What follows belongs to an exercise in optimizing a design on an open flow for small area; a production flow would make more cautious choices.
Function was checked by simulation only, so behaviour that the tests miss may differ from the original.
No activity file was given, so power comes from the tool's default toggle rates.

==> run a <==
Design all_mod, start of the top module:
module all_mod (
    input  logic       clk, rst, wr, rd,
    input  logic       rx,
    input  logic [2:0] addr,
    input  logic [7:0] din,
    output logic       tx,
    output logic [7:0] dout
);
make LEC_CHECK=0 CAP_MARGIN=20 CORE_MARGIN=2 CORE_UTILIZATION=40 CTS_BUF_LIST=sky130_fd_sc_hd__clkbuf_16 CTS_CLUSTER_DIAMETER=100 CTS_CLUSTER_SIZE=26 SLEW_MARGIN=20 finish   # period 10.0 ns
run.sh (not shown) runs the stock make flow with config.mk's settings and CLKGATE_MAP_FILE= SYNTH_SCRIPT=/design/flow/synth_recipe.tcl, a recipe that flattens the netlist after the stock synthesis.
==> inputs of run b, as changes to run a <==
--- a/flow/design.v
+++ b/flow/design.v
@@ -43,58 +43,44 @@
         if (rst)          dlsb <= '0;
         else if (wr_dlsb) dlsb <= din_i;
     end
     always_ff @(posedge clk, posedge rst) begin
         if (rst)          dmsb <= '0;
         else if (wr_dmsb) dmsb <= din_i;
     end
     logic dl_updated;
-    always_ff @(posedge clk, posedge rst) begin
-        if (rst) dl_updated <= 1'b0;
-        else     dl_updated <= wr_dlsb | wr_dmsb;
-    end
+    always_ff @(posedge clk) dl_updated <= wr_dlsb | wr_dmsb;
     logic [15:0] baud_counter;
     logic        bc_zero;
     assign bc_zero = (baud_counter == 16'd0);
     always_ff @(posedge clk, posedge rst) begin
         if (rst)                         baud_counter <= '0;
         else if (dl_updated | bc_zero)   baud_counter <= {dmsb, dlsb};
         else                             baud_counter <= baud_counter - 16'd1;
     end
-    always_ff @(posedge clk, posedge rst) begin
-        if (rst) baud_out <= 1'b0;
-        else     baud_out <= (|{dmsb, dlsb}) & bc_zero;
-    end
-    always_ff @(posedge clk, posedge rst) begin
-        if (rst) baud_d <= 1'b0;
-        else     baud_d <= baud_out;
-    end
+    always_ff @(posedge clk) baud_out <= (|{dmsb, dlsb}) & bc_zero;
+    always_ff @(posedge clk) baud_d <= baud_out;
     always_ff @(posedge clk, posedge rst) begin
         if (rst)              fifo_en <= 1'b0;
         else if (wr_i & a2)   fifo_en <= din_i[0];
     end
     always_ff @(posedge clk, posedge rst) begin
         if (rst)             lcr <= '0;
         else if (wr_i & a3)  lcr <= din_i;
     end
     logic [7:0] lcr_temp;
     always_ff @(posedge clk, posedge rst) begin
         if (rst)             lcr_temp <= '0;
         else if (rd_i & a3)  lcr_temp <= lcr;
     end
     logic lsr_dr, lsr_oe;
-    always_ff @(posedge clk, posedge rst) begin
-        if (rst) begin
-            lsr_dr <= 1'b0;
-            lsr_oe <= 1'b0;
-        end else begin
-            lsr_dr <= ~rx_fifo_empty_i;
-            lsr_oe <= rx_oe;
-        end
+    always_ff @(posedge clk) begin
+        lsr_dr <= ~rx_fifo_empty_i;
+        lsr_oe <= rx_oe;
     end
     logic [4:0] lsr_temp;    
     always_ff @(posedge clk, posedge rst) begin
         if (rst)             lsr_temp <= '0;
         else if (rd_i & a5)  lsr_temp <= {1'b1, rx_fe, rx_pe, lsr_oe, lsr_dr};
     end
     logic [7:0] scr, scr_temp;
     always_ff @(posedge clk, posedge rst) begin
@@ -293,20 +279,17 @@
     input  logic [1:0] wls,
     input  logic       rx,
     output logic       push,
     output logic       pe,            
     output logic       fe,            
     output logic [7:0] data_out
 );
     logic rx_reg;
-    always_ff @(posedge clk, posedge rst) begin
-        if (rst) rx_reg <= 1'b1;
-        else     rx_reg <= rx;
-    end
+    always_ff @(posedge clk) rx_reg <= rx;
     localparam STATE_IDLE = 3'b000;
     localparam STATE_STRT = 3'b001;
     localparam STATE_TRAN = 3'b010;
     localparam STATE_PARI = 3'b011;
     localparam STATE_STOP = 3'b100;
     logic [2:0] state_reg;
     logic [3:0] count;
     logic [2:0] bit_count;
==> flow/flow/run.sh (new file) <==
#!/bin/bash
# Own layout flow: the standard ORFS flow (standard.sh, unchanged synthesis) with two
# layout choices changed through ORFS's own variables:
#  - port buffers use the smallest buffer cell instead of the resizer's default pick;
#  - the clock tree uses clkbuf_16 leaf buffers on clusters of up to 26 flip-flops and
#    inserts no dummy loads.
set -euo pipefail
export BUFFER_PORTS_ARGS="-buffer_cell sky130_fd_sc_hd__buf_1"
export CTS_ARGS="-sink_clustering_enable -repair_clock_nets -sink_clustering_size 30 -sink_clustering_max_diameter 100 -buf_list sky130_fd_sc_hd__clkbuf_16 -root_buf sky130_fd_sc_hd__clkbuf_8 -tree_buf sky130_fd_sc_hd__clkbuf_8 -sink_clustering_buffer sky130_fd_sc_hd__clkbuf_16 -dont_use_dummy_load"
bash standard.sh finish > standard_flow.log 2>&1
==> flow/standard.sh (new file) <==
#!/bin/bash
# synth_recipe.tcl (not shown) runs the flow's synth.tcl, then flattens the netlist and writes it again
# the make line also repeats each setting of config.mk as NAME=value (left out here)
make -C /OpenROAD-flow-scripts/flow DESIGN_CONFIG=/design/flow/config.mk WORK_HOME=/design/flow/orfs CLKGATE_MAP_FILE= SYNTH_SCRIPT=/design/flow/synth_recipe.tcl "${@:-finish}"
- CAP_MARGIN: 20 -> 10
- SLEW_MARGIN: 20 -> 10
removed: flow/run.sh
==> inputs of run c, as changes to run a <==
--- a/flow/design.v
+++ b/flow/design.v
@@ -9,17 +9,16 @@
     input  logic       rx_pe,
     input  logic       rx_fe,
     input  logic [7:0] rx_fifo_in,
     input  logic [2:0] addr_i,
     input  logic [7:0] din_i,
     output logic       tx_push_o,
     output logic       rx_pop_o,
     output logic       baud_out,
-    output logic       baud_d,
     output logic       fifo_en,
     output logic [7:0] lcr,
     output logic [7:0] dout_o
 );
     logic dlab;
     assign dlab = lcr[7];
     logic a0, a1, a2, a3, a5, a7;
     assign a0 = (addr_i == 3'd0);
@@ -60,46 +59,46 @@
         else if (dl_updated | bc_zero)   baud_counter <= {dmsb, dlsb};
         else                             baud_counter <= baud_counter - 16'd1;
     end
     always_ff @(posedge clk, posedge rst) begin
         if (rst) baud_out <= 1'b0;
         else     baud_out <= (|{dmsb, dlsb}) & bc_zero;
     end
     always_ff @(posedge clk, posedge rst) begin
-        if (rst) baud_d <= 1'b0;
-        else     baud_d <= baud_out;
-    end
-    always_ff @(posedge clk, posedge rst) begin
         if (rst)              fifo_en <= 1'b0;
         else if (wr_i & a2)   fifo_en <= din_i[0];
     end
     always_ff @(posedge clk, posedge rst) begin
         if (rst)             lcr <= '0;
         else if (wr_i & a3)  lcr <= din_i;
     end
     logic [7:0] lcr_temp;
     always_ff @(posedge clk, posedge rst) begin
         if (rst)             lcr_temp <= '0;
         else if (rd_i & a3)  lcr_temp <= lcr;
     end
-    logic lsr_dr, lsr_oe;
+    logic lsr_dr, lsr_oe, lsr_pe, lsr_fe;
     always_ff @(posedge clk, posedge rst) begin
         if (rst) begin
             lsr_dr <= 1'b0;
             lsr_oe <= 1'b0;
+            lsr_pe <= 1'b0;
+            lsr_fe <= 1'b0;
         end else begin
             lsr_dr <= ~rx_fifo_empty_i;
             lsr_oe <= rx_oe;
+            lsr_pe <= rx_pe;
+            lsr_fe <= rx_fe;
         end
     end
     logic [4:0] lsr_temp;    
     always_ff @(posedge clk, posedge rst) begin
         if (rst)             lsr_temp <= '0;
-        else if (rd_i & a5)  lsr_temp <= {1'b1, rx_fe, rx_pe, lsr_oe, lsr_dr};
+        else if (rd_i & a5)  lsr_temp <= {1'b1, lsr_fe, lsr_pe, lsr_oe, lsr_dr};
     end
     logic [7:0] scr, scr_temp;
     always_ff @(posedge clk, posedge rst) begin
         if (rst)             scr <= '0;
         else if (wr_i & a7)  scr <= din_i;
     end
     always_ff @(posedge clk, posedge rst) begin
         if (rst)             scr_temp <= '0;
@@ -127,69 +126,64 @@
     input  logic       push_in,
     input  logic       pop_in,
     input  logic [7:0] din,
     output logic [7:0] dout,
     output logic       empty,
     output logic       overrun
 );
     logic [7:0] s [15];
-    logic [3:0] n;
-    logic       nonempty, full_t;
+    logic [3:0] p;
+    logic       empty_t, full_t;
     logic push, pop;
     assign push = push_in & ~full_t;
-    assign pop  = pop_in & nonempty;
+    assign pop  = pop_in & ~empty_t;
     always_ff @(posedge clk) begin
         if (push) begin
             s[0] <= din;
             for (int i = 1; i < 15; i++) s[i] <= s[i-1];
         end
     end
     always_ff @(posedge clk, posedge rst) begin
         if (rst) begin
-            n        <= 4'd0;
-            nonempty <= 1'b0;
-            full_t   <= 1'b0;
+            p       <= 4'hf;
+            empty_t <= 1'b1;
+            full_t  <= 1'b0;
         end else begin
             case ({push, pop})
                 2'b10: begin
-                    n        <= n + 4'd1;
-                    nonempty <= 1'b1;
-                    full_t   <= (n == 4'd14) | ~en;
+                    p       <= p + 4'd1;
+                    empty_t <= 1'b0;
+                    full_t  <= (p == 4'd13) | ~en;
                 end
                 2'b01: begin
-                    n        <= n - 4'd1;
-                    nonempty <= (n != 4'd1) & en;
-                    full_t   <= 1'b0;
+                    p       <= p - 4'd1;
+                    empty_t <= (p == 4'd0) | ~en;
+                    full_t  <= 1'b0;
                 end
                 default: ;
             endcase
         end
     end
     always_comb begin
-        case (n)
-            4'd1: dout = s[0];   4'd2: dout = s[1];   4'd3: dout = s[2];   4'd4: dout = s[3];
-            4'd5: dout = s[4];   4'd6: dout = s[5];   4'd7: dout = s[6];   4'd8: dout = s[7];
-            4'd9: dout = s[8];   4'd10: dout = s[9];  4'd11: dout = s[10]; 4'd12: dout = s[11];
-            4'd13: dout = s[12]; 4'd14: dout = s[13]; 4'd15: dout = s[14];
-            default: dout = ZERO_HEAD ? 8'h00 : s[0];
-        endcase
+        dout = ZERO_HEAD ? 8'h00 : s[14];
+        for (int i = 0; i < 15; i++)
+            if (p == 4'(i)) dout = s[i];
     end
     always_ff @(posedge clk, posedge rst) begin
         if (rst) overrun <= 1'b0;
         else     overrun <= push_in & full_t;
     end
-    assign empty = ~nonempty;
+    assign empty = empty_t;
 endmodule
 `timescale 1ns / 1ps
 module uart_tx_top (
     input  logic       clk,
     input  logic       rst,
     input  logic       baud_pulse,
-    input  logic       baud_d,        
     input  logic       thre,
     input  logic       set_break,
     input  logic       sticky_parity,
     input  logic       eps,
     input  logic       pen,
     input  logic       stb,
     input  logic [1:0] wls,
     input  logic [7:0] din,
@@ -258,68 +252,71 @@
                 2'b10: d_parity <= ^shift_reg[6:0];
                 2'b11: d_parity <= ^shift_reg[7:0];
             endcase
     end
     always_ff @(posedge clk) begin
         if (baud_pulse && state_reg == STATE_TRAN)
             parity_out <= sticky_parity ? ~eps : (d_parity ^ ~eps);
     end
-    assign pop = baud_d & (state_reg == STATE_STRT) & (count == 5'd15);
-    logic tx_data;
+    logic tx_data, next_pop;
     always_comb begin
         tx_data  = tx;
+        next_pop = 1'b0;
         if (baud_pulse) begin
             case (state_reg)
-                STATE_IDLE: if (start) tx_data = 1'b0;
+                STATE_IDLE: if (start) begin tx_data = 1'b0; next_pop = 1'b1; end
                 STATE_STRT: if (cz) tx_data = shift_reg[0];
                 STATE_TRAN: if (cz) tx_data = !bz ? shift_reg[0] : pen ? parity_out : 1'b1;
                 STATE_PARI: if (cz) tx_data = 1'b1;
             endcase
         end
     end
     always_ff @(posedge clk, posedge rst) begin
-        if (rst) tx <= 1'b1;
-        else     tx <= tx_data & ~set_break;
+        if (rst) begin
+            tx  <= 1'b1;
+            pop <= 1'b0;
+        end else begin
+            tx  <= tx_data & ~set_break;
+            pop <= next_pop;
+        end
     end
 endmodule
 `timescale 1ns / 1ps
 module uart_rx_top (
     input  logic       clk,
     input  logic       rst,
     input  logic       baud_pulse,
-    input  logic       baud_d,        
     input  logic       sticky_parity,
     input  logic       eps,
     input  logic       pen,
     input  logic [1:0] wls,
     input  logic       rx,
     output logic       push,
-    output logic       pe,            
-    output logic       fe,            
+    output logic       pe,
+    output logic       fe,
     output logic [7:0] data_out
 );
     logic rx_reg;
     always_ff @(posedge clk, posedge rst) begin
         if (rst) rx_reg <= 1'b1;
         else     rx_reg <= rx;
     end
     localparam STATE_IDLE = 3'b000;
     localparam STATE_STRT = 3'b001;
     localparam STATE_TRAN = 3'b010;
     localparam STATE_PARI = 3'b011;
     localparam STATE_STOP = 3'b100;
     logic [2:0] state_reg;
     logic [3:0] count;
     logic [2:0] bit_count;
     logic       pe_reg;
-    logic cz, c7, c6, bz;
+    logic cz, c7, bz;
     assign cz = (count == 4'd0);
     assign c7 = (count == 4'd7);
-    assign c6 = (count == 4'd6);
     assign bz = (bit_count == 3'd0);
     always_ff @(posedge clk) begin
         if (rst) state_reg <= STATE_IDLE;
         else if (baud_pulse) begin
             case (state_reg)
                 STATE_IDLE: if (~rx_reg)       state_reg <= STATE_STRT;
                 STATE_STRT: if (c7 & rx)       state_reg <= STATE_IDLE;
                             else if (cz)       state_reg <= STATE_TRAN;
@@ -357,39 +354,43 @@
                 2'b11: data_out <= {        rx, data_out[7:1]};
             endcase
         end
     end
     always_ff @(posedge clk) begin
         if (baud_pulse && state_reg == STATE_TRAN && cz && bz)
             pe_reg <= sticky_parity ? ~(rx ^ eps) : ~^{rx, data_out, eps};
     end
-    logic pe_strobe;
-    assign pe_strobe = baud_d & c6 & (state_reg == STATE_PARI);
-    assign push      = baud_d & c6 & (state_reg == STATE_STOP);
     always_ff @(posedge clk, posedge rst) begin
         if (rst) begin
-            pe <= 1'b0;
-            fe <= 1'b0;
+            pe   <= 1'b0;
+            fe   <= 1'b0;
+            push <= 1'b0;
         end else begin
-            if (pe_strobe) pe <= pe_reg;
-            if (push)      fe <= ~rx_reg;
+            push <= 1'b0;
+            if (baud_pulse && c7) begin
+                if (state_reg == STATE_PARI) pe <= pe_reg;
+                if (state_reg == STATE_STOP) begin
+                    fe   <= ~rx;
+                    push <= 1'b1;
+                end
+            end
         end
     end
 endmodule
 `timescale 1ns /1ps
 module all_mod (
     input  logic       clk, rst, wr, rd,
     input  logic       rx,
     input  logic [2:0] addr,
     input  logic [7:0] din,
     output logic       tx,
     output logic [7:0] dout
 );
-    logic       baud_pulse, baud_d, fifo_en;
+    logic       baud_pulse, fifo_en;
     logic [7:0] lcr;
     logic       tx_fifo_push, tx_fifo_pop, tx_fifo_empty;
     logic [7:0] tx_fifo_out;
     logic       rx_fifo_push, rx_fifo_pop, rx_fifo_empty, r_oe, r_pe, r_fe;
     logic [7:0] rx_fifo_out, rx_out;
     regs_uart uart_regs_inst (
         .clk (clk),
         .rst (rst),
@@ -400,26 +401,24 @@
         .rx_pe (r_pe),
         .rx_fe (r_fe),
         .rx_fifo_in (rx_fifo_out),
         .addr_i (addr),
         .din_i (din),
         .tx_push_o (tx_fifo_push),
         .rx_pop_o (rx_fifo_pop),
         .baud_out (baud_pulse),
-        .baud_d (baud_d),
         .fifo_en (fifo_en),
         .lcr (lcr),
         .dout_o (dout)
     );
     uart_tx_top uart_tx_inst (
         .clk (clk),
         .rst (rst),
         .baud_pulse (baud_pulse),
-        .baud_d (baud_d),
         .thre (tx_fifo_empty),
         .set_break (lcr[6]),
         .sticky_parity (lcr[5]),
         .eps (lcr[4]),
         .pen (lcr[3]),
         .stb (lcr[2]),
         .wls (lcr[1:0]),
         .din (tx_fifo_out),
@@ -436,17 +435,16 @@
         .dout (tx_fifo_out),
         .empty (tx_fifo_empty),
         .overrun ()
     );
     uart_rx_top uart_rx_inst (
         .clk (clk),
         .rst (rst),
         .baud_pulse (baud_pulse),
-        .baud_d (baud_d),
         .sticky_parity (lcr[5]),
         .eps (lcr[4]),
         .pen (lcr[3]),
         .wls (lcr[1:0]),
         .rx (rx),
         .push (rx_fifo_push),
         .pe (r_pe),
         .fe (r_fe),
- CORE_UTILIZATION: 40 -> 60
- CTS_BUF_LIST: sky130_fd_sc_hd__clkbuf_16 -> sky130_fd_sc_hd__clkbuf_2 sky130_fd_sc_hd__clkbuf_4 sky130_fd_sc_hd__clkbuf_8
- CTS_CLUSTER_DIAMETER: 100 -> not set
- CTS_CLUSTER_SIZE: 26 -> not set
==> inputs of run d, as changes to run a <==
--- a/flow/design.v
+++ b/flow/design.v
@@ -26,86 +26,59 @@
     assign a1 = (addr_i == 3'd1);
     assign a2 = (addr_i == 3'd2);
     assign a3 = (addr_i == 3'd3);
     assign a5 = (addr_i == 3'd5);
     assign a7 = (addr_i == 3'd7);
     assign tx_push_o = wr_i & a0 & ~dlab;
     assign rx_pop_o  = rd_i & a0 & ~dlab;
     logic [7:0] rx_data;
-    always_ff @(posedge clk, posedge rst) begin
-        if (rst)           rx_data <= '0;
-        else if (rx_pop_o) rx_data <= rx_fifo_in;
-    end
-    logic [7:0] dlsb, dmsb;
+    always_ff @(posedge clk) if (rx_pop_o | rst) rx_data <= rx_fifo_in;
     logic wr_dlsb, wr_dmsb;
     assign wr_dlsb = wr_i & a0 & dlab;
     assign wr_dmsb = wr_i & a1 & dlab;
-    always_ff @(posedge clk, posedge rst) begin
-        if (rst)          dlsb <= '0;
-        else if (wr_dlsb) dlsb <= din_i;
-    end
-    always_ff @(posedge clk, posedge rst) begin
-        if (rst)          dmsb <= '0;
-        else if (wr_dmsb) dmsb <= din_i;
-    end
+    logic [7:0] din_r;       
+    assign din_r = din_i & {8{~rst}};
+    logic [7:0] dlsb, dmsb;
+    always_ff @(posedge clk) if (wr_dlsb | rst) dlsb <= din_r;
+    always_ff @(posedge clk) if (wr_dmsb | rst) dmsb <= din_r;
     logic dl_updated;
-    always_ff @(posedge clk, posedge rst) begin
-        if (rst) dl_updated <= 1'b0;
-        else     dl_updated <= wr_dlsb | wr_dmsb;
-    end
+    always_ff @(posedge clk) dl_updated <= wr_dlsb | wr_dmsb;
     logic [15:0] baud_counter;
     logic        bc_zero;
     assign bc_zero = (baud_counter == 16'd0);
     always_ff @(posedge clk, posedge rst) begin
         if (rst)                         baud_counter <= '0;
         else if (dl_updated | bc_zero)   baud_counter <= {dmsb, dlsb};
         else                             baud_counter <= baud_counter - 16'd1;
     end
     always_ff @(posedge clk, posedge rst) begin
         if (rst) baud_out <= 1'b0;
         else     baud_out <= (|{dmsb, dlsb}) & bc_zero;
     end
-    always_ff @(posedge clk, posedge rst) begin
-        if (rst) baud_d <= 1'b0;
-        else     baud_d <= baud_out;
-    end
-    always_ff @(posedge clk, posedge rst) begin
-        if (rst)              fifo_en <= 1'b0;
-        else if (wr_i & a2)   fifo_en <= din_i[0];
-    end
-    always_ff @(posedge clk, posedge rst) begin
-        if (rst)             lcr <= '0;
-        else if (wr_i & a3)  lcr <= din_i;
-    end
+    always_ff @(posedge clk) baud_d <= baud_out;
+    always_ff @(posedge clk) if (wr_i & a2 | rst) fifo_en <= din_r[0];
+    always_ff @(posedge clk) if (wr_i & a3 | rst) lcr <= din_r;
     logic [7:0] lcr_temp;
     always_ff @(posedge clk, posedge rst) begin
         if (rst)             lcr_temp <= '0;
         else if (rd_i & a3)  lcr_temp <= lcr;
     end
     logic lsr_dr, lsr_oe;
-    always_ff @(posedge clk, posedge rst) begin
-        if (rst) begin
-            lsr_dr <= 1'b0;
-            lsr_oe <= 1'b0;
-        end else begin
-            lsr_dr <= ~rx_fifo_empty_i;
-            lsr_oe <= rx_oe;
-        end
+    always_ff @(posedge clk) begin
+        lsr_dr <= ~rx_fifo_empty_i;
+        lsr_oe <= rx_oe;
     end
     logic [4:0] lsr_temp;    
     always_ff @(posedge clk, posedge rst) begin
         if (rst)             lsr_temp <= '0;
         else if (rd_i & a5)  lsr_temp <= {1'b1, rx_fe, rx_pe, lsr_oe, lsr_dr};
     end
     logic [7:0] scr, scr_temp;
-    always_ff @(posedge clk, posedge rst) begin
-        if (rst)             scr <= '0;
-        else if (wr_i & a7)  scr <= din_i;
-    end
+    always_ff @(posedge clk) if (wr_i & a7 | rst) scr <= din_r;
     always_ff @(posedge clk, posedge rst) begin
         if (rst)             scr_temp <= '0;
         else if (rd_i & a7)  scr_temp <= scr;
     end
     always_ff @(posedge clk, posedge rst) begin
         if (rst) dout_o <= '0;
         else case (addr_i)
             3'd0:    dout_o <= dlab ? dlsb : rx_data;
@@ -174,16 +147,86 @@
         endcase
     end
     always_ff @(posedge clk, posedge rst) begin
         if (rst) overrun <= 1'b0;
         else     overrun <= push_in & full_t;
     end
     assign empty = ~nonempty;
 endmodule
+module fifo_tx (
+    input  logic       clk,
+    input  logic       rst,
+    input  logic       en,
+    input  logic       push_in,
+    input  logic       pop_in,
+    input  logic [7:0] din,
+    output logic [7:0] dout,
+    output logic       empty
+);
+    logic [3:0] n;               
+    logic       nonempty, full_t;
+    logic push, pop;
+    assign push = push_in & ~full_t;
+    assign pop  = pop_in & nonempty;
+    always_ff @(posedge clk, posedge rst) begin
+        if (rst) begin
+            n        <= 4'd0;
+            nonempty <= 1'b0;
+            full_t   <= 1'b0;
+        end else begin
+            case ({push, pop})
+                2'b10: begin
+                    n        <= n + 4'd1;
+                    nonempty <= 1'b1;
+                    full_t   <= (n == 4'd14) | ~en;
+                end
+                2'b01: begin
+                    n        <= n - 4'd1;
+                    nonempty <= (n != 4'd1) & en;
+                    full_t   <= 1'b0;
+                end
+                default: ;
+            endcase
+        end
+    end
+    assign empty = ~nonempty;
+    logic [7:0] h;
+    logic       hv;
+    logic [7:0] c [14];
+    logic [13:0] v;
+    logic direct, pc;
+    assign direct = push & ((n == 4'd0) | ((n == 4'd1) & pop));
+    assign pc     = push & ~direct;
+    logic [13:0] m;
+    always_comb begin
+        m[13] = v[13] & (~hv | pop);
+        for (int i = 12; i >= 0; i--)
+            m[i] = v[i] & (~v[i+1] | m[i+1]);
+    end
+    always_ff @(posedge clk, posedge rst) begin
+        if (rst) begin
+            v  <= '0;
+            hv <= 1'b0;
+        end else begin
+            v[0] <= pc | (v[0] & ~m[0]);
+            for (int i = 1; i < 14; i++)
+                v[i] <= m[i-1] | (v[i] & ~m[i]);
+            hv <= direct | m[13] | (hv & ~pop);
+        end
+    end
+    always_ff @(posedge clk) begin
+        if (pc) c[0] <= din;
+        for (int i = 1; i < 14; i++)
+            if (m[i-1]) c[i] <= c[i-1];
+        if (direct)     h <= din;
+        else if (m[13]) h <= c[13];
+    end
+    assign dout = h;
+endmodule
 `timescale 1ns / 1ps
 module uart_tx_top (
     input  logic       clk,
     input  logic       rst,
     input  logic       baud_pulse,
     input  logic       baud_d,        
     input  logic       thre,
     input  logic       set_break,
@@ -293,20 +336,17 @@
     input  logic [1:0] wls,
     input  logic       rx,
     output logic       push,
     output logic       pe,            
     output logic       fe,            
     output logic [7:0] data_out
 );
     logic rx_reg;
-    always_ff @(posedge clk, posedge rst) begin
-        if (rst) rx_reg <= 1'b1;
-        else     rx_reg <= rx;
-    end
+    always_ff @(posedge clk) rx_reg <= rx;
     localparam STATE_IDLE = 3'b000;
     localparam STATE_STRT = 3'b001;
     localparam STATE_TRAN = 3'b010;
     localparam STATE_PARI = 3'b011;
     localparam STATE_STOP = 3'b100;
     logic [2:0] state_reg;
     logic [3:0] count;
     logic [2:0] bit_count;
@@ -421,26 +461,25 @@
         .eps (lcr[4]),
         .pen (lcr[3]),
         .stb (lcr[2]),
         .wls (lcr[1:0]),
         .din (tx_fifo_out),
         .pop (tx_fifo_pop),
         .tx (tx)
     );
-    fifo_top #(.ZERO_HEAD(1'b0)) tx_fifo_inst (
+    fifo_tx tx_fifo_inst (
         .clk (clk),
         .rst (rst),
         .en (fifo_en),
         .push_in (tx_fifo_push),
         .pop_in (tx_fifo_pop),
         .din (din),
         .dout (tx_fifo_out),
-        .empty (tx_fifo_empty),
-        .overrun ()
+        .empty (tx_fifo_empty)
     );
     uart_rx_top uart_rx_inst (
         .clk (clk),
         .rst (rst),
         .baud_pulse (baud_pulse),
         .baud_d (baud_d),
         .sticky_parity (lcr[5]),
         .eps (lcr[4]),
==> flow/flow/run.sh (new file) <==
#!/bin/bash
# Own layout flow: the standard ORFS flow (standard.sh, unchanged synthesis) with two
# layout choices changed through ORFS's own variables:
#  - port buffers use the smallest buffer cell instead of the resizer's default pick;
#  - the clock tree uses clkbuf_16 leaf buffers on clusters of up to 26 flip-flops and
#    inserts no dummy loads.
set -euo pipefail
export BUFFER_PORTS_ARGS="-buffer_cell sky130_fd_sc_hd__buf_1"
export CTS_ARGS="-sink_clustering_enable -repair_clock_nets -sink_clustering_size 30 -sink_clustering_max_diameter 100 -buf_list sky130_fd_sc_hd__clkbuf_16 -root_buf sky130_fd_sc_hd__clkbuf_8 -tree_buf sky130_fd_sc_hd__clkbuf_8 -sink_clustering_buffer sky130_fd_sc_hd__clkbuf_16 -dont_use_dummy_load"
bash standard.sh finish > standard_flow.log 2>&1
==> flow/standard.sh (new file) <==
#!/bin/bash
# synth_recipe.tcl (not shown) runs the flow's synth.tcl, then flattens the netlist and writes it again
# the make line also repeats each setting of config.mk as NAME=value (left out here)
make -C /OpenROAD-flow-scripts/flow DESIGN_CONFIG=/design/flow/config.mk WORK_HOME=/design/flow/orfs CLKGATE_MAP_FILE= SYNTH_SCRIPT=/design/flow/synth_recipe.tcl "${@:-finish}"
- CORE_UTILIZATION: 40 -> 55
- CTS_BUF_LIST: sky130_fd_sc_hd__clkbuf_16 -> not set
- CTS_CLUSTER_DIAMETER: 100 -> not set
- CTS_CLUSTER_SIZE: 26 -> not set
removed: flow/run.sh
==> run notes <==
- Against run d, the area after synthesis of run a is larger by about 3.7%.
- In run a the setup slack is lower than in run d, by 1.1 ns.
- Flip-flop and latch count: run d is higher than run c (12).
- Wire length: run c > run b > run a > run d.
- Final cell count, highest first: run c, run a, run b, run d.
- Register-to-register slack: run d is lower than run c (0.12 ns).
==> figures <==
|  | run c | run b | run a | run d |
|---|---|---|---|---|
| Worst slack on hold paths | 0.350 ns | 0.353 ns | 0.357 ns | 0.359 ns |
| Number of inserted diodes | 0 | 1 | 0 | 0 |
| Power in sequential cells | 2120 uW | 2020 uW | 2020 uW | 1980 uW |
| Maximum vdd drop | 0.138 mV | 0.138 mV | 0.122 mV | 0.123 mV |
| Period utilization | 45.8% | 44.4% | 49.5% | 38.1% |
| Drt wl/cell | 22.1 um | 20.6 um | 20.0 um | 20.9 um |
| Wire length after detailed routing | 39900 um | 35000 um | 34500 um | 30500 um |
| Status | no timing/DRC/antenna violations | no timing/DRC/antenna violations | no timing/DRC/antenna violations | no timing/DRC/antenna violations |
| Multi-input gate share of the layout cell area | 29.6% | 29.0% | 28.8% | 24.0% |
| Clock latency of the later-clocked register in the worst-skew pair | 0.58 ns | 0.62 ns | 0.53 ns | 0.59 ns |
| Net switching fraction of the power | 34.9% | 33.1% | 32.6% | 26.8% |
| Synth-to-Final Area Change | 10.7% | 6.25% | 7.93% | 5.63% |
| Grt met3 use | 5.39% | 2.25% | 1.51% | 2.93% |
| Antenna violations before repair | 0 | 5 | 0 | 0 |

## re-timing with driven ports
The results above use ideal ports. As a check the final layouts listed here were re-extracted and re-timed, cells and wires unchanged.
Step 1 sets driving cells, clkbuf_16 on the clock port and buf_2 on the other inputs (assumed; they add their load-dependent delay and slew).
Step 2 moves the port delays by t, midway between the first and last clock arrival at a register: inputs arrive t later, outputs are due t later. That takes back most of the time a late clock gives input paths.
a / b / c = ideal ports / drivers / drivers and shift; a / b = the first two.
| run | shift t [ns] | setup slack, ns | worst hold slack (ns) | worst setup path at the end | worst slew at a driven data input, ns |
|---|---|---|---|---|---|
| run a | 0.571 | 5.050 / 5.065 / 4.494 | 0.357 / 0.357 / 0.357 | input to register | 0.04 |
| run b | 0.610 | 5.559 / 5.574 / 4.965 | 0.353 / 0.353 / 0.353 | input to register | 0.13 |
| run c | 0.618 | 5.419 / 5.440 / 4.822 | 0.350 / 0.350 / 0.350 | input to register | 0.04 |
| run d | 0.603 | 6.187 / 6.212 / 5.610 | 0.359 / 0.359 / 0.359 | input to register | 0.06 |
After both steps every run listed still meets setup and hold. For run c, which loses most, drivers alone change the setup slack by +0.021 ns; drivers and shift together by -0.597 ns.
